What follows belongs to an exercise in optimizing a design on an open flow for small area, a short achievable clock period and few clock cycles; a production flow would make more cautious choices.
The RTL was checked by simulation tests, not by an equivalence proof against the original design.
Power is estimated from default activity; no workload was simulated.

==> design/flow/design.v <==
module fa3(input a, input b, input c, output s, output co);
  assign s = a ^ b ^ c;
  assign co = (a & b) | (a & c) | (b & c);
endmodule
module hd_s1(input [127:0] a, input [127:0] b, output [39:0] y);
  wire [127:0] x = a ^ b;
  wire s1, c2;
  fa3 u_s1(.a(x[0]), .b(x[1]), .c(x[2]), .s(s1), .co(c2));
  wire s3, c4;
  fa3 u_s3(.a(x[3]), .b(x[4]), .c(x[5]), .s(s3), .co(c4));
  wire s5, c6;
  fa3 u_s5(.a(x[6]), .b(x[7]), .c(x[8]), .s(s5), .co(c6));
  wire s7, c8;
  fa3 u_s7(.a(x[9]), .b(x[10]), .c(x[11]), .s(s7), .co(c8));
  wire s9, c10;
  fa3 u_s9(.a(x[12]), .b(x[13]), .c(x[14]), .s(s9), .co(c10));
  wire s11, c12;
  fa3 u_s11(.a(x[15]), .b(x[16]), .c(x[17]), .s(s11), .co(c12));
  wire s13, c14;
  fa3 u_s13(.a(x[18]), .b(x[19]), .c(x[20]), .s(s13), .co(c14));
  wire s15, c16;
  fa3 u_s15(.a(x[21]), .b(x[22]), .c(x[23]), .s(s15), .co(c16));
  wire s17, c18;
  fa3 u_s17(.a(x[24]), .b(x[25]), .c(x[26]), .s(s17), .co(c18));
  wire s19, c20;
  fa3 u_s19(.a(x[27]), .b(x[28]), .c(x[29]), .s(s19), .co(c20));
  wire s21, c22;
  fa3 u_s21(.a(x[30]), .b(x[31]), .c(x[32]), .s(s21), .co(c22));
  wire s23, c24;
  fa3 u_s23(.a(x[33]), .b(x[34]), .c(x[35]), .s(s23), .co(c24));
  wire s25, c26;
  fa3 u_s25(.a(x[36]), .b(x[37]), .c(x[38]), .s(s25), .co(c26));
  wire s27, c28;
  fa3 u_s27(.a(x[39]), .b(x[40]), .c(x[41]), .s(s27), .co(c28));
  wire s29, c30;
  fa3 u_s29(.a(x[42]), .b(x[43]), .c(x[44]), .s(s29), .co(c30));
  wire s31, c32;
  fa3 u_s31(.a(x[45]), .b(x[46]), .c(x[47]), .s(s31), .co(c32));
  wire s33, c34;
  fa3 u_s33(.a(x[48]), .b(x[49]), .c(x[50]), .s(s33), .co(c34));
  wire s35, c36;
  fa3 u_s35(.a(x[51]), .b(x[52]), .c(x[53]), .s(s35), .co(c36));
  wire s37, c38;
  fa3 u_s37(.a(x[54]), .b(x[55]), .c(x[56]), .s(s37), .co(c38));
  wire s39, c40;
  fa3 u_s39(.a(x[57]), .b(x[58]), .c(x[59]), .s(s39), .co(c40));
  wire s41, c42;
  fa3 u_s41(.a(x[60]), .b(x[61]), .c(x[62]), .s(s41), .co(c42));
  wire s43, c44;
  fa3 u_s43(.a(x[63]), .b(x[64]), .c(x[65]), .s(s43), .co(c44));
  wire s45, c46;
  fa3 u_s45(.a(x[66]), .b(x[67]), .c(x[68]), .s(s45), .co(c46));
  wire s47, c48;
  fa3 u_s47(.a(x[69]), .b(x[70]), .c(x[71]), .s(s47), .co(c48));
  wire s49, c50;
  fa3 u_s49(.a(x[72]), .b(x[73]), .c(x[74]), .s(s49), .co(c50));
  wire s51, c52;
  fa3 u_s51(.a(x[75]), .b(x[76]), .c(x[77]), .s(s51), .co(c52));
  wire s53, c54;
  fa3 u_s53(.a(x[78]), .b(x[79]), .c(x[80]), .s(s53), .co(c54));
  wire s55, c56;
  fa3 u_s55(.a(x[81]), .b(x[82]), .c(x[83]), .s(s55), .co(c56));
  wire s57, c58;
  fa3 u_s57(.a(x[84]), .b(x[85]), .c(x[86]), .s(s57), .co(c58));
  wire s59, c60;
  fa3 u_s59(.a(x[87]), .b(x[88]), .c(x[89]), .s(s59), .co(c60));
  wire s61, c62;
  fa3 u_s61(.a(x[90]), .b(x[91]), .c(x[92]), .s(s61), .co(c62));
  wire s63, c64;
  fa3 u_s63(.a(x[93]), .b(x[94]), .c(x[95]), .s(s63), .co(c64));
  wire s65, c66;
  fa3 u_s65(.a(x[96]), .b(x[97]), .c(x[98]), .s(s65), .co(c66));
  wire s67, c68;
  fa3 u_s67(.a(x[99]), .b(x[100]), .c(x[101]), .s(s67), .co(c68));
  wire s69, c70;
  fa3 u_s69(.a(x[102]), .b(x[103]), .c(x[104]), .s(s69), .co(c70));
  wire s71, c72;
  fa3 u_s71(.a(x[105]), .b(x[106]), .c(x[107]), .s(s71), .co(c72));
  wire s73, c74;
  fa3 u_s73(.a(x[108]), .b(x[109]), .c(x[110]), .s(s73), .co(c74));
  wire s75, c76;
  fa3 u_s75(.a(x[111]), .b(x[112]), .c(x[113]), .s(s75), .co(c76));
  wire s77, c78;
  fa3 u_s77(.a(x[114]), .b(x[115]), .c(x[116]), .s(s77), .co(c78));
  wire s79, c80;
  fa3 u_s79(.a(x[117]), .b(x[118]), .c(x[119]), .s(s79), .co(c80));
  wire s81, c82;
  fa3 u_s81(.a(x[120]), .b(x[121]), .c(x[122]), .s(s81), .co(c82));
  wire s83, c84;
  fa3 u_s83(.a(x[123]), .b(x[124]), .c(x[125]), .s(s83), .co(c84));
  wire s85, c86;
  fa3 u_s85(.a(s1), .b(s3), .c(s5), .s(s85), .co(c86));
  wire s87, c88;
  fa3 u_s87(.a(s7), .b(s9), .c(s11), .s(s87), .co(c88));
  wire s89, c90;
  fa3 u_s89(.a(s13), .b(s15), .c(s17), .s(s89), .co(c90));
  wire s91, c92;
  fa3 u_s91(.a(s19), .b(s21), .c(s23), .s(s91), .co(c92));
  wire s93, c94;
  fa3 u_s93(.a(s25), .b(s27), .c(s29), .s(s93), .co(c94));
  wire s95, c96;
  fa3 u_s95(.a(s31), .b(s33), .c(s35), .s(s95), .co(c96));
  wire s97, c98;
  fa3 u_s97(.a(s37), .b(s39), .c(s41), .s(s97), .co(c98));
  wire s99, c100;
  fa3 u_s99(.a(s43), .b(s45), .c(s47), .s(s99), .co(c100));
  wire s101, c102;
  fa3 u_s101(.a(s49), .b(s51), .c(s53), .s(s101), .co(c102));
  wire s103, c104;
  fa3 u_s103(.a(s55), .b(s57), .c(s59), .s(s103), .co(c104));
  wire s105, c106;
  fa3 u_s105(.a(s61), .b(s63), .c(s65), .s(s105), .co(c106));
  wire s107, c108;
  fa3 u_s107(.a(s67), .b(s69), .c(s71), .s(s107), .co(c108));
  wire s109, c110;
  fa3 u_s109(.a(s73), .b(s75), .c(s77), .s(s109), .co(c110));
  wire s111, c112;
  fa3 u_s111(.a(s79), .b(s81), .c(s83), .s(s111), .co(c112));
  wire s113, c114;
  fa3 u_s113(.a(c2), .b(c4), .c(c6), .s(s113), .co(c114));
  wire s115, c116;
  fa3 u_s115(.a(c8), .b(c10), .c(c12), .s(s115), .co(c116));
  wire s117, c118;
  fa3 u_s117(.a(c14), .b(c16), .c(c18), .s(s117), .co(c118));
  wire s119, c120;
  fa3 u_s119(.a(c20), .b(c22), .c(c24), .s(s119), .co(c120));
  wire s121, c122;
  fa3 u_s121(.a(c26), .b(c28), .c(c30), .s(s121), .co(c122));
  wire s123, c124;
  fa3 u_s123(.a(c32), .b(c34), .c(c36), .s(s123), .co(c124));
  wire s125, c126;
  fa3 u_s125(.a(c38), .b(c40), .c(c42), .s(s125), .co(c126));
  wire s127, c128;
  fa3 u_s127(.a(c44), .b(c46), .c(c48), .s(s127), .co(c128));
  wire s129, c130;
  fa3 u_s129(.a(c50), .b(c52), .c(c54), .s(s129), .co(c130));
  wire s131, c132;
  fa3 u_s131(.a(c56), .b(c58), .c(c60), .s(s131), .co(c132));
  wire s133, c134;
  fa3 u_s133(.a(c62), .b(c64), .c(c66), .s(s133), .co(c134));
  wire s135, c136;
  fa3 u_s135(.a(c68), .b(c70), .c(c72), .s(s135), .co(c136));
  wire s137, c138;
  fa3 u_s137(.a(c74), .b(c76), .c(c78), .s(s137), .co(c138));
  wire s139, c140;
  fa3 u_s139(.a(c80), .b(c82), .c(c84), .s(s139), .co(c140));
  wire s141, c142;
  fa3 u_s141(.a(s85), .b(s87), .c(s89), .s(s141), .co(c142));
  wire s143, c144;
  fa3 u_s143(.a(s91), .b(s93), .c(s95), .s(s143), .co(c144));
  wire s145, c146;
  fa3 u_s145(.a(s97), .b(s99), .c(s101), .s(s145), .co(c146));
  wire s147, c148;
  fa3 u_s147(.a(s103), .b(s105), .c(s107), .s(s147), .co(c148));
  wire s149, c150;
  fa3 u_s149(.a(s109), .b(s111), .c(x[126]), .s(s149), .co(c150));
  wire s151, c152;
  fa3 u_s151(.a(c86), .b(c88), .c(c90), .s(s151), .co(c152));
  wire s153, c154;
  fa3 u_s153(.a(c92), .b(c94), .c(c96), .s(s153), .co(c154));
  wire s155, c156;
  fa3 u_s155(.a(c98), .b(c100), .c(c102), .s(s155), .co(c156));
  wire s157, c158;
  fa3 u_s157(.a(c104), .b(c106), .c(c108), .s(s157), .co(c158));
  wire s159, c160;
  fa3 u_s159(.a(c110), .b(c112), .c(s113), .s(s159), .co(c160));
  wire s161, c162;
  fa3 u_s161(.a(s115), .b(s117), .c(s119), .s(s161), .co(c162));
  wire s163, c164;
  fa3 u_s163(.a(s121), .b(s123), .c(s125), .s(s163), .co(c164));
  wire s165, c166;
  fa3 u_s165(.a(s127), .b(s129), .c(s131), .s(s165), .co(c166));
  wire s167, c168;
  fa3 u_s167(.a(s133), .b(s135), .c(s137), .s(s167), .co(c168));
  wire s169, c170;
  fa3 u_s169(.a(c114), .b(c116), .c(c118), .s(s169), .co(c170));
  wire s171, c172;
  fa3 u_s171(.a(c120), .b(c122), .c(c124), .s(s171), .co(c172));
  wire s173, c174;
  fa3 u_s173(.a(c126), .b(c128), .c(c130), .s(s173), .co(c174));
  wire s175, c176;
  fa3 u_s175(.a(c132), .b(c134), .c(c136), .s(s175), .co(c176));
  assign y = {c176, c174, c172, c170, c140, c138, s175, s173, s171, s169, c168, c166, c164, c162, c160, c158, c156, c154, c152, s139, s167, s165, s163, s161, s159, s157, s155, s153, s151, c150, c148, c146, c144, c142, x[127], s149, s147, s145, s143, s141};
endmodule
module hd_s2(input [39:0] y, output [10:0] z);
  wire s1, c2;
  fa3 u_s1(.a(y[0]), .b(y[1]), .c(y[2]), .s(s1), .co(c2));
  wire s3, c4;
  fa3 u_s3(.a(y[3]), .b(y[4]), .c(y[5]), .s(s3), .co(c4));
  wire s5, c6;
  fa3 u_s5(.a(y[6]), .b(y[7]), .c(y[8]), .s(s5), .co(c6));
  wire s7, c8;
  fa3 u_s7(.a(y[9]), .b(y[10]), .c(y[11]), .s(s7), .co(c8));
  wire s9, c10;
  fa3 u_s9(.a(y[12]), .b(y[13]), .c(y[14]), .s(s9), .co(c10));
  wire s11, c12;
  fa3 u_s11(.a(y[15]), .b(y[16]), .c(y[17]), .s(s11), .co(c12));
  wire s13, c14;
  fa3 u_s13(.a(y[18]), .b(y[19]), .c(y[20]), .s(s13), .co(c14));
  wire s15, c16;
  fa3 u_s15(.a(y[21]), .b(y[22]), .c(y[23]), .s(s15), .co(c16));
  wire s17, c18;
  fa3 u_s17(.a(y[24]), .b(y[25]), .c(y[26]), .s(s17), .co(c18));
  wire s19, c20;
  fa3 u_s19(.a(y[27]), .b(y[28]), .c(y[29]), .s(s19), .co(c20));
  wire s21, c22;
  fa3 u_s21(.a(y[30]), .b(y[31]), .c(y[32]), .s(s21), .co(c22));
  wire s23, c24;
  fa3 u_s23(.a(y[33]), .b(y[34]), .c(y[35]), .s(s23), .co(c24));
  wire s25, c26;
  fa3 u_s25(.a(y[36]), .b(y[37]), .c(y[38]), .s(s25), .co(c26));
  wire s27, c28;
  fa3 u_s27(.a(c2), .b(c4), .c(s5), .s(s27), .co(c28));
  wire s29, c30;
  fa3 u_s29(.a(s7), .b(s9), .c(s11), .s(s29), .co(c30));
  wire s31, c32;
  fa3 u_s31(.a(c6), .b(c8), .c(c10), .s(s31), .co(c32));
  wire s33, c34;
  fa3 u_s33(.a(c12), .b(c14), .c(s15), .s(s33), .co(c34));
  wire s35, c36;
  fa3 u_s35(.a(s17), .b(s19), .c(s21), .s(s35), .co(c36));
  wire s37, c38;
  fa3 u_s37(.a(c16), .b(c18), .c(c20), .s(s37), .co(c38));
  wire s39, c40;
  fa3 u_s39(.a(c22), .b(c24), .c(s25), .s(s39), .co(c40));
  wire s41, c42;
  fa3 u_s41(.a(s27), .b(s29), .c(s13), .s(s41), .co(c42));
  wire s43, c44;
  fa3 u_s43(.a(c28), .b(c30), .c(s31), .s(s43), .co(c44));
  wire s45, c46;
  fa3 u_s45(.a(s33), .b(s35), .c(s23), .s(s45), .co(c46));
  wire s47, c48;
  fa3 u_s47(.a(c32), .b(c34), .c(c36), .s(s47), .co(c48));
  wire s49, c50;
  fa3 u_s49(.a(s37), .b(s39), .c(y[39]), .s(s49), .co(c50));
  wire s51, c52;
  fa3 u_s51(.a(c38), .b(c40), .c(c26), .s(s51), .co(c52));
  wire s53, c54;
  fa3 u_s53(.a(c42), .b(s43), .c(s45), .s(s53), .co(c54));
  wire s55, c56;
  fa3 u_s55(.a(c44), .b(c46), .c(s47), .s(s55), .co(c56));
  wire s57, c58;
  fa3 u_s57(.a(c48), .b(c50), .c(s51), .s(s57), .co(c58));
  assign z = {c52, c58, s57, c56, s49, s55, c54, s53, s41, s3, s1};
endmodule
module hd_s3(input [10:0] z, output [7:0] d);
  wire s1, c2;
  fa3 u_s1(.a(z[4]), .b(z[5]), .c(z[6]), .s(s1), .co(c2));
  wire s3 = z[7] ^ z[8];
  wire c4 = z[7] & z[8];
  wire s5 = z[9] ^ z[10];
  wire c6 = z[9] & z[10];
  wire [7:0] ra = {1'b0, c6, c4, c2, s1, z[3], z[2], z[0]};
  wire [7:0] rb = {1'b0, 1'b0, s5, s3, 1'b0, 1'b0, 1'b0, z[1]};
  cpa8 u_add(.a(ra), .b(rb), .s(d));
endmodule
module cpa8(input [7:0] a, input [7:0] b, output [7:0] s);
  wire [7:0] p = a ^ b;
  wire [7:0] g = a & b;
  wire G1_1 = g[1] | (p[1] & g[0]);
  wire P1_1 = p[1] & p[0];
  wire G1_3 = g[3] | (p[3] & g[2]);
  wire P1_3 = p[3] & p[2];
  wire G1_5 = g[5] | (p[5] & g[4]);
  wire P1_5 = p[5] & p[4];
  wire G1_7 = g[7] | (p[7] & g[6]);
  wire P1_7 = p[7] & p[6];
  wire G2_2 = g[2] | (p[2] & G1_1);
  wire P2_2 = p[2] & P1_1;
  wire G2_3 = G1_3 | (P1_3 & G1_1);
  wire P2_3 = P1_3 & P1_1;
  wire G2_6 = g[6] | (p[6] & G1_5);
  wire P2_6 = p[6] & P1_5;
  wire G2_7 = G1_7 | (P1_7 & G1_5);
  wire P2_7 = P1_7 & P1_5;
  wire G3_4 = g[4] | (p[4] & G2_3);
  wire P3_4 = p[4] & P2_3;
  wire G3_5 = G1_5 | (P1_5 & G2_3);
  wire P3_5 = P1_5 & P2_3;
  wire G3_6 = G2_6 | (P2_6 & G2_3);
  wire P3_6 = P2_6 & P2_3;
  wire G3_7 = G2_7 | (P2_7 & G2_3);
  wire P3_7 = P2_7 & P2_3;
  assign s = {p[7] ^ G3_6, p[6] ^ G3_5, p[5] ^ G3_4, p[4] ^ G2_3, p[3] ^ G2_2, p[2] ^ G1_1, p[1] ^ g[0], p[0]};
endmodule
`timescale 1ns / 1ps
module row_window(
    input [9:0] rowA,
    input [9:0] rowB,
    output ok
    );
function plus1;
    input [6:0] x, y;
    integer k, i;
    reg lo, hi, r;
    begin
        r = 1'b0;
        for (k = 0; k < 7; k = k + 1) begin
            lo = 1'b1;
            hi = 1'b1;
            for (i = 0; i < 7; i = i + 1) begin
                if (i < k) lo = lo & ~x[i] & y[i];
                if (i > k) hi = hi & ~(x[i] ^ y[i]);
            end
            r = r | (x[k] & ~y[k] & lo & hi);
        end
        plus1 = r;
    end
endfunction
wire [6:0] A = rowA[9:3];
wire [6:0] B = rowB[9:3];
wire [3:0] a = {1'b0, rowA[2:0]};
wire [3:0] b = {1'b0, rowB[2:0]};
wire eq  = (A == B);
wire aup = plus1(A, B);
wire bup = plus1(B, A);
wire near = (a <= b + 4'd4) && (b <= a + 4'd4);
wire bfar = (b >= a + 4'd4);
wire afar = (a >= b + 4'd4);
assign ok = (eq && near) || (aup && bfar) || (bup && afar);
endmodule
`timescale 1ns / 1ps
module Match_Ctrl #(
    parameter Match_Threshold = 10,
    parameter PSR = 5  
)
(
    input clk,
    input rst,
    input start,
    output [59:0] dout,
    output dout_valid,
    output match_done,
    input wire [9:0] DesNum_RP,
    input wire [9:0] DesNum_RR,
    input wire [9:0] DesNum_RL,
    output  [9:0] R_R_addr,
    input [147:0] R_R_data,
    output  [9:0] R_P_addr,
    input [147:0] R_P_data,
    output [9:0] R_L_addr,
    input [147:0] R_L_data
    );
localparam IDLE = 2'd0, LOAD = 2'd1, STREAM = 2'd2, DRAIN = 2'd3;
reg [1:0] state;
reg [9:0] la, pa, ra;            
reg [7:0] grp;                   
reg [7:0] gprev;                 
reg [9:0] rem;                   
reg [1:0] ldk;                   
reg [9:0] j;                     
reg [9:0] nPm1, nRm1, mlast;     
wire [9:0] mx4;                  
reg [3:0] svq;                   
reg [3:0] pend;                  
reg fin;
reg [4*10-1:0] bestP, bestR;
wire [3:0] hitP;
always @(posedge clk) begin
    nPm1 <= DesNum_RP - 10'd1;
    nRm1 <= DesNum_RR - 10'd1;
    mlast <= (nPm1 > mx4) ? nPm1 : mx4;
end
assign mx4 = (nRm1 > 10'd4) ? nRm1 : 10'd4;
wire zero = (DesNum_RL == 10'd0) || (DesNum_RP == 10'd0) || (DesNum_RR == 10'd0);
wire lastj = (j == mlast);
wire lastg = (rem <= 10'd4);
wire [3:0] svalid = {rem > 10'd3, rem > 10'd2, rem > 10'd1, 1'b1};
wire [3:0] H  = fin ? (hitP & svq) : pend;
wire [3:0] Hlow = H & (~H + 4'd1);
wire [3:0] Hrest = H & ~Hlow;
wire rb = (H != 4'd0);
wire [1:0] rbk = Hlow[1] ? 2'd1 : Hlow[2] ? 2'd2 : Hlow[3] ? 2'd3 : 2'd0;
wire done_c = (state == DRAIN) && (fin || rb) && (Hrest == 4'd0);
reg v0, p0, r0, l0;
reg v1, p1, r1, l1;
reg v2, p2, r2, l2;
reg v3, p3, r3, l3;
reg v4, p4, r4, l4;
reg lq0, lq1;
reg [1:0] lk0, lk1;
reg rq0, rq1, dv, dn0, dn1, dn2;
wire do_el = !rb && (state == STREAM);
wire do_ld = !rb && (state == LOAD) && (rem > {8'd0, ldk});
always @(posedge clk) begin
    p0 <= (j < DesNum_RP);
    r0 <= (j < DesNum_RR);
    l0 <= lastj;
    p1 <= p0; r1 <= r0; l1 <= l0;
    p2 <= p1; r2 <= r1; l2 <= l1;
    p3 <= p2; r3 <= r2; l3 <= l2;
    p4 <= p3; r4 <= r3; l4 <= l3;
    lk0 <= ldk;
    lk1 <= lk0;
    if (rst) begin
        state <= IDLE;
        pend <= 0;
        v0 <= 0; v1 <= 0; v2 <= 0; v3 <= 0; v4 <= 0;
        lq0 <= 0; lq1 <= 0;
        rq0 <= 0; rq1 <= 0;
        dn0 <= 0; dn1 <= 0; dn2 <= 0;
    end else begin
        v0 <= do_el;
        v1 <= v0; v2 <= v1; v3 <= v2; v4 <= v3;
        lq0 <= do_ld;
        lq1 <= lq0;
        rq0 <= rb;
        rq1 <= rq0;
        dn0 <= done_c || ((state == IDLE) && start && zero);
        dn1 <= dn0;
        dn2 <= dn1;
        if (rb)
            pend <= Hrest;
        if (done_c)
            state <= IDLE;
        if (!rb) begin
            case (state)
                IDLE: begin
                    grp <= 0;
                    rem <= DesNum_RL;
                    ldk <= 2'd1;
                    j <= 0;
                    if (start && !zero)
                        state <= LOAD;
                end
                LOAD: begin
                    if (ldk == 2'd3)
                        state <= STREAM;
                    else
                        ldk <= ldk + 2'd1;
                end
                STREAM: begin
                    if (lastj) begin
                        j <= 0;
                        gprev <= grp;
                        svq <= svalid;
                        grp <= grp + 8'd1;
                        rem <= rem - 10'd4;
                        ldk <= 2'd1;
                        state <= lastg ? DRAIN : LOAD;
                    end else
                        j <= j + 10'd1;
                end
                default: ;
            endcase
        end
    end
end
always @(posedge clk) begin
    if (rb) begin
        la <= {gprev, rbk};
        pa <= bestP[rbk*10 +: 10];
        ra <= bestR[rbk*10 +: 10];
    end else if (state == LOAD) begin
        la <= {grp, ldk};
        pa <= j;
        ra <= j;
    end else begin
        la <= {grp, 2'd0};
        pa <= j;
        ra <= j;
    end
end
reg [127:0] Ls1, Ls2, Ls3;
always @(posedge clk) begin
    if (lq1 && lk1 == 2'd1) Ls1 <= R_L_data[127:0];
    if (lq1 && lk1 == 2'd2) Ls2 <= R_L_data[127:0];
    if (lq1 && lk1 == 2'd3) Ls3 <= R_L_data[127:0];
end
wire [4*128-1:0] Lslot = {Ls3, Ls2, Ls1, R_L_data[127:0]};
reg [4*40-1:0] yP1, yR1;
reg [4*11-1:0] zP2, zR2;
reg [4*8-1:0]  hdR;
reg [4*4-1:0]  hdP;
reg [3:0]      hiP;             
reg [3:0]      hitr;
reg [4*4-1:0]  minP;
reg [4*8-1:0]  minR;
reg fresh;
reg [9:0] jt;
wire first = fresh;
wire [9:0] jc = first ? 10'd0 : jt;
genvar k;
generate
for (k = 0; k < 4; k = k + 1) begin : g_slot
    wire [39:0] yP, yR;
    wire [10:0] zP, zR;
    wire [7:0] dP, dR;
    hd_s1 u_s1P(.a(Lslot[k*128 +: 128]), .b(R_P_data[127:0]), .y(yP));
    hd_s1 u_s1R(.a(Lslot[k*128 +: 128]), .b(R_R_data[127:0]), .y(yR));
    hd_s2 u_s2P(.y(yP1[k*40 +: 40]), .z(zP));
    hd_s2 u_s2R(.y(yR1[k*40 +: 40]), .z(zR));
    hd_s3 u_s3P(.z(zP2[k*11 +: 11]), .d(dP));
    hd_s3 u_s3R(.z(zR2[k*11 +: 11]), .d(dR));
    wire [3:0] baseP = first ? Match_Threshold : minP[k*4 +: 4];
    wire updP = v4 && p4 && !hiP[k] && (hdP[k*4 +: 4] < baseP);
    wire updR = v4 && r4 && (first || (hdR[k*8 +: 8] < minR[k*8 +: 8]));
    always @(posedge clk) begin
        yP1[k*40 +: 40] <= yP;
        yR1[k*40 +: 40] <= yR;
        zP2[k*11 +: 11] <= zP;
        zR2[k*11 +: 11] <= zR;
        hdR[k*8 +: 8] <= dR;
        hdP[k*4 +: 4] <= dP[3:0];
        hiP[k] <= (dP[7:4] != 4'd0);
        if (updP) begin
            minP[k*4 +: 4] <= hdP[k*4 +: 4];
            bestP[k*10 +: 10] <= jc;
        end else if (v4 && first)
            minP[k*4 +: 4] <= Match_Threshold;
        if (updR) begin
            minR[k*8 +: 8] <= hdR[k*8 +: 8];
            bestR[k*10 +: 10] <= jc;
        end
    end
    always @(posedge clk)
        if (updP)
            hitr[k] <= 1'b1;
        else if (v4 && first)
            hitr[k] <= 1'b0;
    assign hitP[k] = hitr[k];
end
endgenerate
always @(posedge clk) begin
    if (v4)
        jt <= jc + 10'd1;
    if (rst) begin
        fresh <= 1'b1;
        fin <= 1'b0;
    end else begin
        if (v4)
            fresh <= l4;
        fin <= v4 && l4;
    end
end
wire rowok;
row_window u_row(.rowA(R_R_data[137:128]), .rowB(R_L_data[137:128]), .ok(rowok));
reg [59:0] dout_r;
always @(posedge clk) begin
    dout_r <= {R_R_data[147:128], R_P_data[147:128], R_L_data[147:128]};
    if (rst)
        dv <= 1'b0;
    else
        dv <= rq1 && rowok;
end
assign R_L_addr = la;
assign R_P_addr = pa;
assign R_R_addr = ra;
assign dout = dout_r;
assign dout_valid = dv;
assign match_done = dn2;
endmodule
==> design/flow/flow/run.sh <==
#!/bin/bash
# The standard layout (standard.sh, all steps), except that the port
# buffers that global placement inserts on every input and output are
# sky130_fd_sc_hd__buf_1 cells (ORFS's BUFFER_PORTS_ARGS); timing repair may
# still resize them.  The whole make output goes to standard.log, and ORFS
# keeps each step's own log under orfs/logs/.
set -euo pipefail
export BUFFER_PORTS_ARGS="-buffer_cell sky130_fd_sc_hd__buf_1"
bash standard.sh > standard.log 2>&1
==> design/flow/standard.sh <==
#!/bin/bash
# synth_recipe.tcl (not shown) runs the flow's synth.tcl, then flattens the netlist and writes it again
# the make line also repeats each setting of config.mk as NAME=value (left out here)
make -C /OpenROAD-flow-scripts/flow DESIGN_CONFIG=/design/flow/config.mk WORK_HOME=/design/flow/orfs CLKGATE_MAP_FILE= SYNTH_SCRIPT=/design/flow/synth_recipe.tcl "${@:-finish}"
==> design/flow/config.mk <==
export PLATFORM = sky130hd
export DESIGN_NAME = Match_Ctrl
export DESIGN_NICKNAME = Match_Ctrl
export VERILOG_FILES = /design/flow/design.v
export SDC_FILE = /design/flow/constraint.sdc
export NUM_CORES = 4
export LEC_CHECK = 0
export ABC_CLOCK_PERIOD_IN_PS = 2800
export CAP_MARGIN = 20
export CORE_MARGIN = 2
export CORE_UTILIZATION = 55
export CTS_CLUSTER_DIAMETER = 100
export CTS_CLUSTER_SIZE = 25
export SETUP_SLACK_MARGIN = 3.9
export SLEW_MARGIN = 20
export SYNTH_HIERARCHICAL = 1
export SYNTH_MINIMUM_KEEP_SIZE = 0
==> design/flow/constraint.sdc <==
create_clock -name core_clock -period 6.6 [get_ports {clk}]
set_input_delay 1.3200 -clock core_clock [delete_from_list [all_inputs] [get_ports {clk}]]
set_output_delay 1.3200 -clock core_clock [all_outputs]
set_load 0.01 [all_outputs]
==> impl_metrics.py, run 1 <==
metrics = {
    "sta": {
        "worst_pin_slew_ns": 1.04,
        "fin_tns_setup_ns": 0,
        "hold_violations": 0,
        "drv_slew": 0,
        "max_freq_ghz": 0.360,
        "slew_headroom_pct": 31.0,
        "setup_violations": 0,
        "period_needed_ns": 2.78,
        "rsz0062_at_grt": "yes",
        "final.period_utilization_pct": 42.1,
        "skew_ns": 0.0406,
    },
    "layout": {
        "nFillCells": 9534,
        "final_area_um2": 76100,
        "area_growth_pct": 11.0,
        "layout.nets": 6567,
        "drive_above_1_share_pct": 23.2,
        "final_util_pct": 61.6,
    },
    "pwr": {
        "p_int_mw": 18.7,
        "p_leak_nw": 29.2,
        "seq_power_share_pct": 36.0,
        "p_switching_mw": 12.4,
        "clkPwrFrac_pct": 14.0,
        "p_sw_share_pct": 39.9,
        "p_per_area_nw_per_um2": 409,
        "comb_power_share_pct": 50.1,
        "max-vdd-ir-drop_v": 0.000461,
    },
    "die": {
        "io_pins": 569,
        "die_w_um": 357,
        "initial_utilization_pct": 55.5,
        "coreArea_um2": 124000,
        "die-area_um2": 128000,
        "die_h_um": 357,
        "rows": 129,
    },
    "critical_path": {
        "rrSetupSlack_ns": 3.94,
        "crit_type": "input port to flip-flop",
        "arrival_ns": 3.36,
        "timing.rr.start": "yR1[144]",
        "critPathLaunch": "R_P_data[99]",
        "cp-start-kind": "input port",
        "crit_fanout": 4,
        "cpPeakStageDelay_ns": 0.64,
        "r2r_cells": 4,
        "cp-end-kind": "flip-flop",
        "worstPathCellList": "buf_2, xor2_1, fa_2, fa_1, fa_1",
        "cp_slowest_cell": "fa_1",
        "r2r-end": "zR2[36]",
        "path_common_cell": "fa_1",
        "critPathTopFamily": "adder cells",
        "critPathRequiredTime_ns": 7.19,
        "critPathBufInv": 1,
    },
    "synthesis": {
        "yosysTopAreaCell": "fa_1",
        "yosys_warnings": 8,
        "yosysMostFrequentCell": "xor2_1",
        "ys.flop_type": "dfxtp_1",
        "ys_ff_latch": 1186,
        "synthArstFlopShare_pct": 0,
        "synthCells": 4701,
        "synth_cell_types": 61,
        "synthTopCellsByArea": "fa_1 28%, edfxtp_1 25%, dfxtp_1 18%, xor2_1 13%, buf_4 4.5%",
        "postSynthAreaPerCell_um2": 14.6,
        "yosys.area.top_type_share_pct": 28.3,
        "synth_area_um2": 68600,
        "synth-edff-count": 563,
        "yosysSeqAreaShare_pct": 42.8,
        "yosys-top-cells-count": "1047 x xor2_1, 968 x fa_1, 623 x dfxtp_1, 563 x edfxtp_1, 410 x buf_4",
    },
    "outcome": {
        "status": "complete, no violations",
    },
    "drt": {
        "routed_wl_um": 187000,
        "routed-via-count": 34708,
        "route.detailed.drc": 0,
        "viasPerCell": 5.22,
        "wire_per_inst_um": 28.1,
        "firstDrtPassIters": 5,
        "drtAntennaViolNets": 0,
        "drt_iter0_drc": 2789,
    },
    "grt": {
        "grtUsageTotal_pct": 29.9,
        "grt_pass1_vias": 37390,
        "grt_pass1_wl_um": 266000,
        "grt_antenna_before_repair": 15,
        "grt_max_degree": 122,
        "overflow": 0,
    },
    "clock_tree": {
        "clk-insertion-delay-late_ns": 0.71,
        "root_buffer": "clkbuf_16",
        "cts_tree": "done",
        "hold_buffers": 0,
        "cts_buffer_depth": 3,
        "clock-sinks": 1186,
        "cts.htree.levels": 2,
        "clk_pin_slew_worst_paths_ns": 0.10,
        "numCtsBuffers": 56,
    },
    "placed_design": {
        "dp_hpwl_um": 156000,
        "place_congestion": 0.948,
        "placed_area_um2": 71000,
        "port_buffers": 568,
    },
    "min_path": {
        "worstHoldStart": "l3",
        "holdPathStages": 0,
        "hold_path_end": "l4",
        "hold_path_class": "flip-flop to flip-flop",
    },
    "job": {
        "drv_cap": 0,
    },
}
## final cells by class
cell class	count	area [um^2]	share of cell area (%)
Timing Repair Buffer	590	3080	4.04
Multi-Input combinational cell	2936	39000	51.3
Clock inverter	13	189	0.248
Antenna cell	9	22.5	0.0296
Clock buffer	90	1650	2.16
Sequential cell	1186	29400	38.6
Tap cell	1637	2050	2.69
Inverter	190	713	0.937
## metrics by stage
step	setup WS (ns)	power, mW	cells	hold WS (ns)
2_1_floorplan	3.39	27.1	4749	0.310
3_3_place_gp	2.81	26.4	6536	0.312
3_5_place_dp	2.79	26.7	6536	0.314
4_1_cts	3.87	31.1	6641	0.338
5_1_grt	3.80	33.4	6647	0.343
6_report	3.82	31.2	6651	0.327
## flip-flops by register name, summed over array words and instances (netlist names), 16 cells and up
name / flops
minR: 32
zP2: 44
hdP: 16
Ls3: 128
bestR: 40
yP1: 160
bestP: 40
zR2: 44
Ls1: 128
dout_r: 60
minP: 16
yR1: 160
hdR: 32
Ls2: 128
## power by group through the flow
stage | combinational (mW) | clock (mW) | sequential [mW]
5_1_grt | 17.5 | 4.69 | 11.3
3_3_place_gp | 15.1 | 0 | 11.4
3_5_place_dp | 15.3 | 0 | 11.4
2_1_floorplan | 16.6 | 0 | 10.5
4_1_cts | 15.5 | 4.43 | 11.2
6_report | 15.6 | 4.35 | 11.2
## how the worst max path moves through the flow
stage | end | slack [ns] | cells after the start
global route | yP1[43] | 3.80 | 5
detailed placement | yR1[43] | 2.79 | 5
finish | yP1[43] | 3.82 | 5
CTS | yP1[84] | 3.87 | 5
floorplan | yP1[120] | 3.39 | 5
global placement | yR1[47] | 2.81 | 5
## layer usage
metal	routed length [um]	GRT usage [%]	up-vias	part of all wire [%]
met5	51	0	-	0.027
met4	5500	7.41	8	2.9
met3	8880	3.35	199	4.7
met2	95500	51.2	988	51
met1	77300	41.2	18412	41
li1	-	-	15101	-
## worst register-to-register path: cells and delay by family, from the launching register on
kind | cells | cell delay, ns
adder cells (fa/ha/maj) | 4 | 1.99
flip-flops | 1 | 0.56
## cell usage in the layout, fill, tap and decap left out, types with 75 or more instances in the layout
cell type and instances:
edfxtp_1 563, xor2_1 709, buf_2 246, xor2_2 329, fa_1 676, buf_1 191
inv_1 187, fa_2 292, ha_1 159, dfxtp_1 620, nand2_1 75
## per-module statistics from Yosys, one instance, submodules excluded
| module | cells | flops+latches |
|---|---|---|
| hd_s1 | 168 | 0 |
| cpa8 | 38 | 0 |
| fa3 | 1 | 0 |
| Match_Ctrl | 1919 | 1186 |
| hd_s2 | 11 | 0 |
| hd_s3 | 3 | 0 |
| row_window | 78 | 0 |
## timing repair
| item | CTS | global route |
|---|---|---|
| buffers inserted | 2 | 1 |
| endpoints found under the setup margin | 270 | 163 |
| pin swaps | 54 | 115 |
| gates resized for setup | 460 | 437 |
## cell families (layout without fill, tap and decap cells)
family	after synthesis	count (layout)	synth area share (%)
flip-flops	1186	1186	42.8
adder cells (fa/ha/maj)	1130	1130	31.2
AO/OA/AOI/OAI	255	255	2.83
XOR/XNOR	1108	1108	14.2
AND/OR/NAND/NOR	357	357	2.68
other	8	65	0.0438
buffers and inverters	627	883	5.69
multiplexers	30	30	0.453
Testbench counts, summed over its fixed seeds: cycles 142,190.
==> run 2, diff against run 1 <==
--- a/design/flow/design.v
+++ b/design/flow/design.v
@@ -256,2 +256,64 @@
 endmodule
+module hd_s2p(input [39:0] y, output [7:0] z);
+  wire s1, c2;
+  fa3 u_s1(.a(y[0]), .b(y[1]), .c(y[2]), .s(s1), .co(c2));
+  wire s3, c4;
+  fa3 u_s3(.a(y[3]), .b(y[4]), .c(y[5]), .s(s3), .co(c4));
+  wire s5, c6;
+  fa3 u_s5(.a(y[6]), .b(y[7]), .c(y[8]), .s(s5), .co(c6));
+  wire s7, c8;
+  fa3 u_s7(.a(y[9]), .b(y[10]), .c(y[11]), .s(s7), .co(c8));
+  wire s9, c10;
+  fa3 u_s9(.a(y[12]), .b(y[13]), .c(y[14]), .s(s9), .co(c10));
+  wire s11, c12;
+  fa3 u_s11(.a(y[15]), .b(y[16]), .c(y[17]), .s(s11), .co(c12));
+  wire s13, c14;
+  fa3 u_s13(.a(y[18]), .b(y[19]), .c(y[20]), .s(s13), .co(c14));
+  wire s15, c16;
+  fa3 u_s15(.a(y[21]), .b(y[22]), .c(y[23]), .s(s15), .co(c16));
+  wire s17, c18;
+  fa3 u_s17(.a(y[24]), .b(y[25]), .c(y[26]), .s(s17), .co(c18));
+  wire s19, c20;
+  fa3 u_s19(.a(y[27]), .b(y[28]), .c(y[29]), .s(s19), .co(c20));
+  wire s21, c22;
+  fa3 u_s21(.a(y[30]), .b(y[31]), .c(y[32]), .s(s21), .co(c22));
+  wire s23, c24;
+  fa3 u_s23(.a(y[33]), .b(y[34]), .c(y[35]), .s(s23), .co(c24));
+  wire s25, c26;
+  fa3 u_s25(.a(y[36]), .b(y[37]), .c(y[38]), .s(s25), .co(c26));
+  wire s27, c28;
+  fa3 u_s27(.a(c2), .b(c4), .c(s5), .s(s27), .co(c28));
+  wire s29, c30;
+  fa3 u_s29(.a(s7), .b(s9), .c(s11), .s(s29), .co(c30));
+  wire s31, c32;
+  fa3 u_s31(.a(c6), .b(c8), .c(c10), .s(s31), .co(c32));
+  wire s33, c34;
+  fa3 u_s33(.a(c12), .b(c14), .c(s15), .s(s33), .co(c34));
+  wire s35, c36;
+  fa3 u_s35(.a(s17), .b(s19), .c(s21), .s(s35), .co(c36));
+  wire s37, c38;
+  fa3 u_s37(.a(c16), .b(c18), .c(c20), .s(s37), .co(c38));
+  wire s39, c40;
+  fa3 u_s39(.a(c22), .b(c24), .c(s25), .s(s39), .co(c40));
+  wire s41, c42;
+  fa3 u_s41(.a(s27), .b(s29), .c(s13), .s(s41), .co(c42));
+  wire s43, c44;
+  fa3 u_s43(.a(c28), .b(c30), .c(s31), .s(s43), .co(c44));
+  wire s45, c46;
+  fa3 u_s45(.a(s33), .b(s35), .c(s23), .s(s45), .co(c46));
+  wire s47, c48;
+  fa3 u_s47(.a(c32), .b(c34), .c(c36), .s(s47), .co(c48));
+  wire s49, c50;
+  fa3 u_s49(.a(s37), .b(s39), .c(y[39]), .s(s49), .co(c50));
+  wire s51, c52;
+  fa3 u_s51(.a(c42), .b(s43), .c(s45), .s(s51), .co(c52));
+  wire s53, c54;
+  fa3 u_s53(.a(c44), .b(c46), .c(s47), .s(s53), .co(c54));
+  assign z = {c26 | c38 | c40 | c48 | c50 | c54, s49, s53, c52, s51, s41, s3, s1};
+endmodule
+module hd_s3p(input [7:0] z, output [3:0] d, output hi);
+  wire [4:0] t = (5'd1 & {5{z[0]}}) + (5'd1 & {5{z[1]}}) + (5'd2 & {5{z[2]}}) + (5'd4 & {5{z[3]}}) + (5'd8 & {5{z[4]}}) + (5'd8 & {5{z[5]}}) + (5'd8 & {5{z[6]}});
+  assign d = t[3:0];
+  assign hi = t[4] | z[7];
+endmodule
 module cpa8(input [7:0] a, input [7:0] b, output [7:0] s);
@@ -471,3 +533,4 @@
 reg [4*40-1:0] yP1, yR1;
-reg [4*11-1:0] zP2, zR2;
+reg [4*8-1:0]  zP2;
+reg [4*11-1:0] zR2;
 reg [4*8-1:0]  hdR;
@@ -486,9 +549,12 @@
     wire [39:0] yP, yR;
-    wire [10:0] zP, zR;
-    wire [7:0] dP, dR;
+    wire [7:0] zP;
+    wire [10:0] zR;
+    wire [3:0] dP;
+    wire hP;
+    wire [7:0] dR;
     hd_s1 u_s1P(.a(Lslot[k*128 +: 128]), .b(R_P_data[127:0]), .y(yP));
     hd_s1 u_s1R(.a(Lslot[k*128 +: 128]), .b(R_R_data[127:0]), .y(yR));
-    hd_s2 u_s2P(.y(yP1[k*40 +: 40]), .z(zP));
+    hd_s2p u_s2P(.y(yP1[k*40 +: 40]), .z(zP));
     hd_s2 u_s2R(.y(yR1[k*40 +: 40]), .z(zR));
-    hd_s3 u_s3P(.z(zP2[k*11 +: 11]), .d(dP));
+    hd_s3p u_s3P(.z(zP2[k*8 +: 8]), .d(dP), .hi(hP));
     hd_s3 u_s3R(.z(zR2[k*11 +: 11]), .d(dR));
@@ -500,7 +566,7 @@
         yR1[k*40 +: 40] <= yR;
-        zP2[k*11 +: 11] <= zP;
+        zP2[k*8 +: 8] <= zP;
         zR2[k*11 +: 11] <= zR;
         hdR[k*8 +: 8] <= dR;
-        hdP[k*4 +: 4] <= dP[3:0];
-        hiP[k] <= (dP[7:4] != 4'd0);
+        hdP[k*4 +: 4] <= dP;
+        hiP[k] <= hP;
         if (updP) begin
--- a/design/flow/config.mk
+++ b/design/flow/config.mk
@@ -10,6 +10,6 @@
 export CORE_MARGIN = 2
-export CORE_UTILIZATION = 55
+export CORE_UTILIZATION = 40
 export CTS_CLUSTER_DIAMETER = 100
 export CTS_CLUSTER_SIZE = 25
-export SETUP_SLACK_MARGIN = 3.9
+export SETUP_SLACK_MARGIN = 4.1
 export SLEW_MARGIN = 20
==> run 2 against run 1 <==
Power is 2.4% lower. Final cell count is 6.3% higher. Synthesized cell count is 4.0% lower. Combinational power is 6% lower. Maximum frequency is 5.0% higher. Clock skew is 0.011 ns lower. Highest routed layer unchanged. Area after synthesis is 2.5% lower. Sequential cell count is 12 lower. Sequential share of layout area is 3.6 points lower. Global-route usage is 6.6 points lower. Largest cell class unchanged. Wire length is 6.1% higher. Critical path depth stayed put.
==> impl_metrics.py, run 2 <==
metrics = {
    "critical_path": {
        "cp-end-kind": "flip-flop",
        "path_common_cell": "fa_2",
        "critPathTopFamily": "adder cells",
        "cpPeakStageDelay_ns": 0.60,
        "rrSetupSlack_ns": 4.03,
        "cp-start-kind": "input port",
        "r2r_cells": 6,
        "worstPathCellList": "buf_12, xor2_4, fa_2, fa_2, fa_2",
        "critPathBufInv": 1,
        "critPathLaunch": "R_R_data[93]",
        "cp_slowest_cell": "fa_2",
        "timing.rr.start": "yP1[29]",
        "arrival_ns": 3.32,
        "crit_type": "input port to flip-flop",
        "crit_fanout": 4,
        "critPathRequiredTime_ns": 7.27,
        "r2r-end": "zP2[7]",
    },
    "layout": {
        "reg_top3": "yP1 (160), yR1 (160)",
        "drive_above_1_share_pct": 45.1,
        "nFillCells": 13568,
        "layout.nets": 6375,
        "final_util_pct": 50.5,
        "multi_input_area_um2": 43100,
        "seqCellArea_um2": 29400,
        "mostFrequentLayoutCell": "xor2_2",
        "area_growth_pct": 25.8,
        "instances_no_fill": 7067,
        "final_cell_mix": "660 x xor2_2, 563 x edfxtp_1, 553 x fa_2",
    },
    "sta": {
        "slew_headroom_pct": 18.9,
        "drv_slew": 0,
        "max_freq_ghz": 0.378,
        "finalHoldWorstSlack_ns": 0.306,
        "worst_pin_slew_ns": 1.22,
        "rsz0062_at_grt": "yes",
        "period_needed_ns": 2.65,
        "final.period_utilization_pct": 40.1,
        "hold_violations": 0,
        "skew_ns": 0.0300,
        "fin_tns_setup_ns": 0,
        "setup_violations": 0,
    },
    "pwr": {
        "p_leak_nw": 30.5,
        "max-vdd-ir-drop_v": 0.000412,
        "p_total_mw": 30.4,
        "p_per_area_nw_per_um2": 361,
    },
    "clock_tree": {
        "cts_tree": "done",
        "clk-insertion-delay-late_ns": 0.74,
        "root_buffer": "clkbuf_16",
        "clk_pin_slew_worst_paths_ns": 0.10,
        "numCtsBuffers": 59,
        "clock-sinks": 1174,
        "cts_buffer_depth": 3,
        "hold_buffers": 0,
        "cts.htree.levels": 2,
    },
    "die": {
        "io_pins": 569,
        "die_w_um": 413,
        "initial_utilization_pct": 40.1,
        "die_h_um": 413,
        "rows": 150,
        "die-area_um2": 170000,
        "coreArea_um2": 167000,
    },
    "grt": {
        "grtUsageTotal_pct": 23.3,
        "grt_pass1_wl_um": 275000,
        "grt_pass1_vias": 37264,
        "overflow": 0,
        "grt_antenna_before_repair": 32,
        "grt_max_degree": 129,
    },
    "min_path": {
        "hold_path_class": "flip-flop to flip-flop",
        "hold_path_end": "l1",
        "worstHoldStart": "l0",
        "holdPathStages": 0,
    },
    "placed_design": {
        "place_congestion": 0.952,
        "placed_cells": 6909,
        "port_buffers": 568,
        "dp_hpwl_um": 162000,
    },
    "outcome": {
        "status": "complete, no violations",
    },
    "synthesis": {
        "yosys_warnings": 8,
        "ys.flop_type": "dfxtp_1",
        "synthCells": 4513,
        "synthTopCellsByArea": "fa_1 28%, edfxtp_1 25%, dfxtp_1 18%, xor2_1 14%, buf_4 4.4%",
        "ys_ff_latch": 1174,
        "yosys.area.top_type_share_pct": 28.4,
        "postSynthAreaPerCell_um2": 14.8,
        "synth_cell_types": 66,
        "yosysMostFrequentCell": "xor2_1",
        "synth_area_um2": 66900,
        "yosysTopAreaCell": "fa_1",
        "yosysSeqAreaShare_pct": 43.6,
        "synthArstFlopShare_pct": 0,
        "yosys-top-cells-count": "1046 x xor2_1, 948 x fa_1, 611 x dfxtp_1, 563 x edfxtp_1, 392 x buf_4",
        "synth-edff-count": 563,
    },
    "drt": {
        "firstDrtPassIters": 5,
        "drt_iter0_drc": 2662,
        "viasPerCell": 4.80,
        "drtAntennaViolNets": 0,
        "routed-via-count": 33952,
        "route.detailed.drc": 0,
        "wire_per_inst_um": 28.1,
        "routed_wl_um": 199000,
    },
    "job": {
        "drv_cap": 0,
    },
}
[run 2: cell families (layout without fill, tap and decap cells)]
kind of cell | count (synthesis) | count (layout) | synth area share, %
DFF | 1174 | 1174 | 43.6
xor gates and xnor gates | 1095 | 1095 | 14.4
adders and majority gates | 1089 | 1089 | 31.0
buffers and inverters | 564 | 883 | 5.38
and+or+nand+nor | 348 | 349 | 2.64
AOI/OAI and AO/OA | 183 | 183 | 2.12
muxes | 56 | 56 | 0.857
other | 4 | 34 | 0.0224
[run 2: layer usage]
metal  wire, um  vias up  global-route usage [%]  share of wire [%]
met2      98300     1201                    39.1                 50
met1      78700    18294                    30.8                 40
met5        225        -                       0               0.11
met4       7170       40                    6.82                3.6
li1           -    14163                       -                  -
met3      14200      254                    4.54                7.2
[run 2: metrics by stage]
stage,area (um^2),worst slack [ns]
floorplan,68300,3.39
global placement,70300,2.90
detailed placement,70300,2.86
CTS,80400,3.96
global route,84100,3.95
finish,84100,3.95
[run 2: how the worst max path moves through the flow]
stage	cells past startpoint	endpoint	slack (ns)
final	5	yR1[3]	3.95
after global routing	5	yP1[83]	3.95
after CTS	6	zP2[7]	3.96
after detailed placement	5	yR1[123]	2.86
after global placement	5	yR1[123]	2.90
after floorplan	5	yP1[120]	3.39
[run 2: layout make-up]
| class | instances | share of cell area [%] |
|---|---|---|
| diodes | 6 | 0.0178 |
| well taps | 2204 | 3.28 |
| flip-flops and latches | 1174 | 35.0 |
| clock buffers | 91 | 1.96 |
| multi-input cells | 2800 | 51.3 |
| clock inverters | 18 | 0.290 |
| repair buffers | 628 | 7.51 |
| inverters | 146 | 0.668 |
[run 2: per-module statistics from Yosys (local to each module, per instance)]
module | flip-flops and latches | cells | cell area (um^2) | copies in the design
row_window | 0 | 78 | 557 | 1
hd_s2p | 0 | 10 | 66.3 | 4
hd_s1 | 0 | 168 | 1420 | 8
hd_s2 | 0 | 11 | 82.6 | 4
hd_s3p | 0 | 12 | 105 | 4
fa3 | 0 | 1 | 20.0 | 932
cpa8 | 0 | 38 | 324 | 4
hd_s3 | 0 | 3 | 28.8 | 4
Match_Ctrl | 1174 | 1863 | 33900 | 1
[run 2: where the power goes]
part | switching, mW | internal (mW) | leakage [nW]
clock network | 2.57 | 1.84 | 0.909
logic | 7.54 | 7.09 | 19.1
registers | 1.73 | 9.63 | 10.5
[run 2: what timing repair did]
| action | in CTS | in global routing |
|---|---|---|
| pin swaps | 652 | 385 |
| buffers inserted | 29 | 12 |
| cloned | 0 | 2 |
| gates resized for setup | 2056 | 696 |
| setup endpoints to repair | 668 | 347 |
Testbench counts of run 2, summed over its fixed seeds: cycles 142,190.
==> run 3, diff against run 2 <==
--- a/design/flow/config.mk
+++ b/design/flow/config.mk
@@ -13,3 +13,3 @@
 export CTS_CLUSTER_SIZE = 25
-export SETUP_SLACK_MARGIN = 4.1
+export SETUP_SLACK_MARGIN = 3.7
 export SLEW_MARGIN = 20
==> run 3 against run 2 <==
Critical path depth did not move. Sequential power barely moved. Global-route usage fell by 0.57 points. Still clean on timing, DRC and antenna. Largest power group unchanged. Power fell by 2.4%. Highest routed layer unchanged. Final area fell by 12%. Critical path type unchanged. Worst hold slack improved by 0.024 ns. Final cell count fell by 0.30%.
==> impl_metrics.py, run 3 <==
metrics = {
    "synthesis": {
        "ys_ff_latch": 1174,
        "yosysMostFrequentCell": "xor2_1",
        "ys.flop_type": "dfxtp_1",
        "synth-edff-count": 563,
        "synthCells": 4513,
        "synthArstFlopShare_pct": 0,
        "postSynthAreaPerCell_um2": 14.8,
        "yosysSeqAreaShare_pct": 43.6,
        "yosys-top-cells-count": "1046 x xor2_1, 948 x fa_1, 611 x dfxtp_1, 563 x edfxtp_1, 392 x buf_4",
        "yosys.area.top_type_share_pct": 28.4,
        "yosys_warnings": 8,
        "yosysTopAreaCell": "fa_1",
        "synth_area_um2": 66900,
        "synthTopCellsByArea": "fa_1 28%, edfxtp_1 25%, dfxtp_1 18%, xor2_1 14%, buf_4 4.4%",
        "synth_cell_types": 66,
    },
    "critical_path": {
        "crit_type": "input port to flip-flop",
        "cp-start-kind": "input port",
        "r2r_cells": 6,
        "cp_slowest_cell": "fa_2",
        "arrival_ns": 3.52,
        "worstPathCellList": "buf_1, xor2_2, fa_2, fa_2, fa_2",
        "crit_fanout": 4,
        "path_common_cell": "fa_2",
        "critPathRequiredTime_ns": 7.23,
        "cp-end-kind": "flip-flop",
        "cpPeakStageDelay_ns": 0.65,
    },
    "placed_design": {
        "dp_slack_ns": 2.79,
        "placed_cells": 6912,
        "place_congestion": 0.970,
        "dp_hpwl_um": 162000,
        "port_buffers": 568,
        "placed_area_um2": 72200,
    },
    "sta": {
        "final.period_utilization_pct": 43.8,
        "period_needed_ns": 2.89,
        "setup_violations": 0,
        "worst_pin_slew_ns": 0.988,
        "fin_tns_setup_ns": 0,
        "hold_violations": 0,
        "rsz0062_at_grt": "no",
        "final.setup.worst_slack_ns": 3.71,
        "drv_slew": 0,
        "slew_headroom_pct": 33.9,
        "max_freq_ghz": 0.346,
        "skew_ns": 0.0438,
    },
    "layout": {
        "instances_no_fill": 7046,
        "drive_above_1_share_pct": 18.8,
        "layout.nets": 6340,
        "final_cell_mix": "821 x xor2_1, 605 x dfxtp_1, 563 x edfxtp_1",
        "mostFrequentLayoutCell": "xor2_1",
        "reg_top3": "yP1 (160), yR1 (160)",
        "area_growth_pct": 11.2,
        "final_area_um2": 74300,
    },
    "die": {
        "die_w_um": 413,
        "rows": 150,
        "coreArea_um2": 167000,
        "die_h_um": 413,
        "initial_utilization_pct": 40.1,
        "io_pins": 569,
        "die-area_um2": 170000,
    },
    "pwr": {
        "p_leak_nw": 27.2,
        "max-vdd-ir-drop_v": 0.000381,
        "p_per_area_nw_per_um2": 399,
    },
    "min_path": {
        "holdPathStages": 0,
        "hold_path_class": "flip-flop to flip-flop",
    },
    "grt": {
        "grt_max_degree": 129,
        "grtUsageTotal_pct": 22.7,
        "grt_antenna_before_repair": 44,
        "grt_pass1_wl_um": 269000,
        "grt_pass1_vias": 36591,
        "overflow": 0,
    },
    "clock_tree": {
        "cts.htree.levels": 2,
        "cts_tree": "done",
        "root_buffer": "clkbuf_16",
        "numCtsBuffers": 59,
        "hold_buffers": 0,
        "clk_pin_slew_worst_paths_ns": 0.10,
        "clock-sinks": 1174,
        "cts_buffer_depth": 3,
        "clk-insertion-delay-late_ns": 0.76,
    },
    "outcome": {
        "status": "complete, no violations",
    },
    "drt": {
        "drtAntennaViolNets": 0,
        "routed-via-count": 33484,
        "routed_wl_um": 192000,
        "route.detailed.drc": 0,
        "wire_per_inst_um": 27.2,
        "drt_iter0_drc": 2229,
        "viasPerCell": 4.75,
        "firstDrtPassIters": 7,
    },
    "job": {
        "drv_cap": 0,
    },
}
-- run 3: cell counts after synthesis --
No cell type changed its count.
-- run 3: stage by stage --
stage	util (%)	hold slack, ns	total power, mW
2_1_floorplan	-	0.310	25.8
3_3_place_gp	43.3	0.314	25.1
3_5_place_dp	43.3	0.313	25.4
4_1_cts	44.5	0.332	30.0
5_1_grt	44.6	0.343	31.9
6_report	44.6	0.330	29.7
-- run 3: cell families (layout without fill, tap and decap cells) --
kind of cell	count (synthesis)	count (layout)	synth area share, %
XOR/XNOR	1095	1095	14.4
AND/OR/NAND/NOR	348	348	2.64
AO/OA/AOI/OAI	183	183	2.12
adder cells (fa/ha/maj)	1089	1089	31.0
other	4	46	0.0224
flip-flops	1174	1174	43.6
buffers and inverters	564	851	5.38
multiplexers	56	56	0.857
-- run 3: where the power goes --
group          internal [mW]  switching [mW]  leakage [nW]  total [mW]
clock network           1.94            2.61         0.978        4.55
registers               9.50            1.64          10.5        11.1
logic                   6.58            7.39          15.7        14.0
total                   18.0            11.6          27.2        29.7
-- run 3: Yosys stat by module, one instance, submodules excluded, excerpt --
module	cells inside	cell area [um^2]
hd_s3p	12	105
hd_s3	3	28.8
cpa8	38	324
fa3	1	20.0
hd_s2	11	82.6
hd_s1	168	1420
-- run 3: layout make-up --
class                      instances  area, um^2
antenna                           18        45.0
clock buffer                      87        1630
clock inverter                    24         370
fill                           14871       92300
inverter                         146         552
multi-input combinational       2799       37400
sequential                      1174       29100
tap                             2204        2760
timing repair buffer             594        2390
-- run 3: critical path, delay by kind of cell --
kind	cells	cell delay (ns)
buffers and inverters	1	0.42
adders and majority gates	3	1.54
xor gates and xnor gates	1	0.23
-- run 3: worst paths after layout --
check	slack, ns	from	end
setup reg to reg	3.77	yP1[150]	zP2[31]
hold reg to reg	0.33	r3	r4
hold / removal	0.33	r3	r4
setup / recovery	3.71	R_R_data[81]	yR1[123]
-- run 3: routing by layer --
layer	wire (um)	up-vias	share of wire, %	global-route usage (%)
met5	386	-	0.20	0
met4	6150	60	3.2	6.71
met3	12400	234	6.5	4.70
met2	93500	975	49	38.1
met1	79100	17595	41	29.7
li1	-	14620	-	-
-- run 3: what timing repair did --
action	4_1_cts	5_1_grt
pin swaps	1	0
gates resized for setup	11	25
gates cloned	0	0
hold endpoints to repair	0	0
endpoints found under the setup margin	52	39
setup buffers	3	1
==> run 4, diff against run 3 <==
--- a/design/flow/config.mk
+++ b/design/flow/config.mk
@@ -13,3 +13,3 @@
 export CTS_CLUSTER_SIZE = 25
-export SETUP_SLACK_MARGIN = 3.7
+export SETUP_SLACK_MARGIN = 3.9
 export SLEW_MARGIN = 20
==> run 4 against run 3 <==
Maximum frequency up 5.3%. Register-to-register slack better by 0.15 ns. Worst hold slack better by 0.0071 ns. Still clean.
==> impl_metrics.py, run 4 <==
metrics = {
    "outcome": {
        "status": "complete, no violations",
    },
    "sta": {
        "slew_headroom_pct": 13.7,
        "setup_violations": 0,
        "final.period_utilization_pct": 41.6,
        "rsz0062_at_grt": "yes",
        "max_freq_ghz": 0.364,
        "skew_ns": 0.0407,
        "fin_tns_setup_ns": 0,
        "drv_slew": 0,
        "hold_violations": 0,
        "worst_pin_slew_ns": 1.29,
        "period_needed_ns": 2.74,
    },
    "synthesis": {
        "yosysTopAreaCell": "fa_1",
        "synthAdderAreaFrac_pct": 31.0,
        "synth-compound-area-share_pct": 2.12,
        "yosys.area.top_type_share_pct": 28.4,
        "synth_area_um2": 66900,
        "yosys_warnings": 8,
        "synth_xor_area_share_pct": 14.4,
        "synth_top_family_by_area": "adder cells",
        "postSynthAreaPerCell_um2": 14.8,
        "synth-edff-count": 563,
        "synthTopCellsByArea": "fa_1 28%, edfxtp_1 25%, dfxtp_1 18%, xor2_1 14%, buf_4 4.4%",
        "yosysSeqAreaShare_pct": 43.6,
        "ys.flop_type": "dfxtp_1",
        "yosysMostFrequentCell": "xor2_1",
        "synthSimpleGateAreaFrac_pct": 2.64,
        "synth_cell_types": 66,
        "synthMuxAreaShare_pct": 0.857,
        "ys_ff_latch": 1174,
        "synthArstFlopShare_pct": 0,
        "yosys-top-cells-count": "1046 x xor2_1, 948 x fa_1, 611 x dfxtp_1, 563 x edfxtp_1, 392 x buf_4",
        "synthCells": 4513,
    },
    "placed_design": {
        "dp_hpwl_um": 159000,
        "port_buffers": 568,
        "placed_cells": 6912,
        "place_congestion": 0.924,
    },
    "die": {
        "die-area_um2": 170000,
        "rows": 150,
        "io_pins": 569,
        "die_h_um": 413,
        "initial_utilization_pct": 40.1,
        "coreArea_um2": 167000,
        "die_w_um": 413,
    },
    "grt": {
        "grt_util_met1_pct": 29.8,
        "use_met3_pct": 3.35,
        "grt_pass1_vias": 36650,
        "grt_max_degree": 129,
        "grt_antenna_before_repair": 38,
        "met2_usage_pct": 37.6,
        "overflow": 0,
        "grtUsageTotal_pct": 22.3,
        "grt_pass1_wl_um": 266000,
        "busiest_layer": "met2",
    },
    "clock_tree": {
        "numCtsBuffers": 58,
        "cts_buffer_depth": 3,
        "clk-insertion-delay-late_ns": 0.75,
        "cts_tree": "done",
        "clk_pin_slew_worst_paths_ns": 0.10,
        "clock-sinks": 1174,
        "root_buffer": "clkbuf_16",
        "hold_buffers": 0,
        "cts.htree.levels": 2,
    },
    "drt": {
        "drtAntennaViolNets": 0,
        "drt_iter0_drc": 2549,
        "routed_wl_um": 190000,
        "firstDrtPassIters": 5,
        "viasPerCell": 4.78,
        "wire_per_inst_um": 26.9,
        "route.detailed.drc": 0,
        "routed-via-count": 33581,
    },
    "pwr": {
        "p_int_mw": 17.9,
        "clkPwrFrac_pct": 14.7,
        "p_leak_nw": 28.1,
        "comb_power_share_pct": 47.4,
        "p_sw_share_pct": 39.4,
        "p_switching_mw": 11.7,
        "p_per_area_nw_per_um2": 403,
        "seq_power_share_pct": 37.9,
        "max-vdd-ir-drop_v": 0.000338,
    },
    "layout": {
        "drive_above_1_share_pct": 20.3,
        "mostFrequentLayoutCell": "xor2_1",
        "layout.nets": 6338,
        "instances_no_fill": 7032,
        "final_cell_mix": "907 x xor2_1, 695 x fa_1, 563 x edfxtp_1",
        "area_growth_pct": 9.80,
        "reg_top3": "yP1 (160), yR1 (160)",
        "final_util_pct": 44.1,
    },
    "min_path": {
        "hold_path_class": "flip-flop to flip-flop",
    },
    "critical_path": {
        "cpPeakStageDelay_ns": 0.66,
        "path_common_cell": "fa_1",
        "critPathRequiredTime_ns": 7.25,
        "cp-end-kind": "flip-flop",
        "cp_slowest_cell": "fa_1",
        "crit_fanout": 4,
        "worstPathCellList": "clkbuf_4, xor2_2, fa_1, fa_1, fa_1",
        "arrival_ns": 3.39,
        "critPathBufInv": 1,
        "cp-start-kind": "input port",
        "critPathTopFamily": "adder cells",
        "crit_type": "input port to flip-flop",
    },
    "job": {
        "drv_cap": 0,
    },
}
[run 4: changes by cell type in the layout (fill, tap and decap cells not counted), sizes merged]
cell,before,now
inv,154,161
clkinv,10,4
buf,577,477
diode,18,10
clkbuf,104,202
clkinvlp,1,0
bufinv,5,1
[run 4: kinds of logic after synthesis]
group	Yosys count
XOR/XNOR	1095
flip-flops	1174
AO/OA/AOI/OAI	183
AND/OR/NAND/NOR	348
buffers and inverters	564
other	4
multiplexers	56
adder cells (fa/ha/maj)	1089
[run 4: final cells by class]
cell class	instances	area, um^2
clock buffers	86	1620
flip-flops and latches	1174	29200
diodes	10	25.0
well taps	2204	2760
inverters	146	548
fillers	14989	93200
clock inverters	20	224
multi-input cells	2799	36200
repair buffers	593	2860
[run 4: per-layer routing]
metal	wire [um]	part of all wire [%]
met1	78900	42
met2	92900	49
met3	11100	5.9
met4	6410	3.4
met5	182	0.096
[run 4: modules after synthesis, one instance, submodules excluded]
module / cells / cell area [um^2]
hd_s3: 3 / 28.8
row_window: 78 / 557
hd_s1: 168 / 1420
hd_s2p: 10 / 66.3
fa3: 1 / 20.0
hd_s2: 11 / 82.6
cpa8: 38 / 324
Match_Ctrl: 1863 / 33900
hd_s3p: 12 / 105
[run 4: stage by stage]
step / setup slack, ns / power [mW] / hold slack (ns) / area [um^2]
6_report: 3.86 / 29.6 / 0.337 / 73400
5_1_grt: 3.82 / 31.9 / 0.343 / 73400
2_1_floorplan: 3.39 / 25.6 / 0.310 / 68100
3_5_place_dp: 2.86 / 25.2 / 0.313 / 70100
3_3_place_gp: 2.88 / 24.9 / 0.312 / 70100
4_1_cts: 3.88 / 29.7 / 0.340 / 72500
[run 4: what timing repair did]
item                                    CTS  global route
pin swaps                                19            42
gates resized for setup                 325           267
buffers inserted                          2             2
endpoints found under the setup margin  219           157
[run 4: worst paths after layout]
check / end / depth (start not counted) / start / slack (ns)
hold reg to reg: r4 / 0 / r3 / 0.34
setup reg to reg: zR2[14] / 4 / yR1[49] / 3.92
setup / recovery: yP1[132] / 5 / R_P_data[28] / 3.86
hold / removal: r4 / 0 / r3 / 0.34
[run 4: power by group through the flow]
stage / registers (mW) / logic, mW / clock network [mW]
3_3_place_gp: 11.3 / 13.5 / 0
2_1_floorplan: 10.3 / 15.3 / 0
4_1_cts: 11.2 / 14.0 / 4.48
5_1_grt: 11.3 / 16.0 / 4.69
3_5_place_dp: 11.3 / 13.8 / 0
6_report: 11.2 / 14.0 / 4.35

## port drivers added, routing unchanged
How much do the figures lean on ideal ports? The routed layouts below were timed once more, with nothing changed but the port constraints.
Step 1 sets driving cells, clkbuf_16 on the clock port and buf_2 on the other inputs (assumed; they add their load-dependent delay and slew).
Step 2 adds t to the input delays and takes it off the output delays; t is the mean of the earliest and latest rising clock arrival at the registers after step 1. Input paths then give back, and output paths get back, about the clock's delay inside the block.
Slacks: ideal ports / drivers / drivers and shift; pairs: ideal ports / drivers.
| run | shift t [ns] | setup WS [ns] | hold WS [ns] | clock arrival spread, ns | worst slew at a driven data input, ns |
|---|---|---|---|---|---|
| run 1 | 0.767 | 3.822 / 3.851 / 3.084 | 0.327 / 0.327 / 0.327 | 0.041 / 0.042 | 0.16 |
| run 2 | 0.805 | 3.953 / 3.861 / 3.056 | 0.306 / 0.306 / 0.306 | 0.040 / 0.040 | 0.27 |
| run 3 | 0.827 | 3.709 / 3.634 / 2.807 | 0.330 / 0.330 / 0.330 | 0.054 / 0.054 | 0.24 |
| run 4 | 0.811 | 3.856 / 3.852 / 3.041 | 0.337 / 0.337 / 0.337 | 0.051 / 0.051 | 0.20 |
After both steps setup and hold are still met in every run listed. For run 3, which loses most, drivers alone change the setup slack by -0.075 ns; drivers and shift together by -0.902 ns.
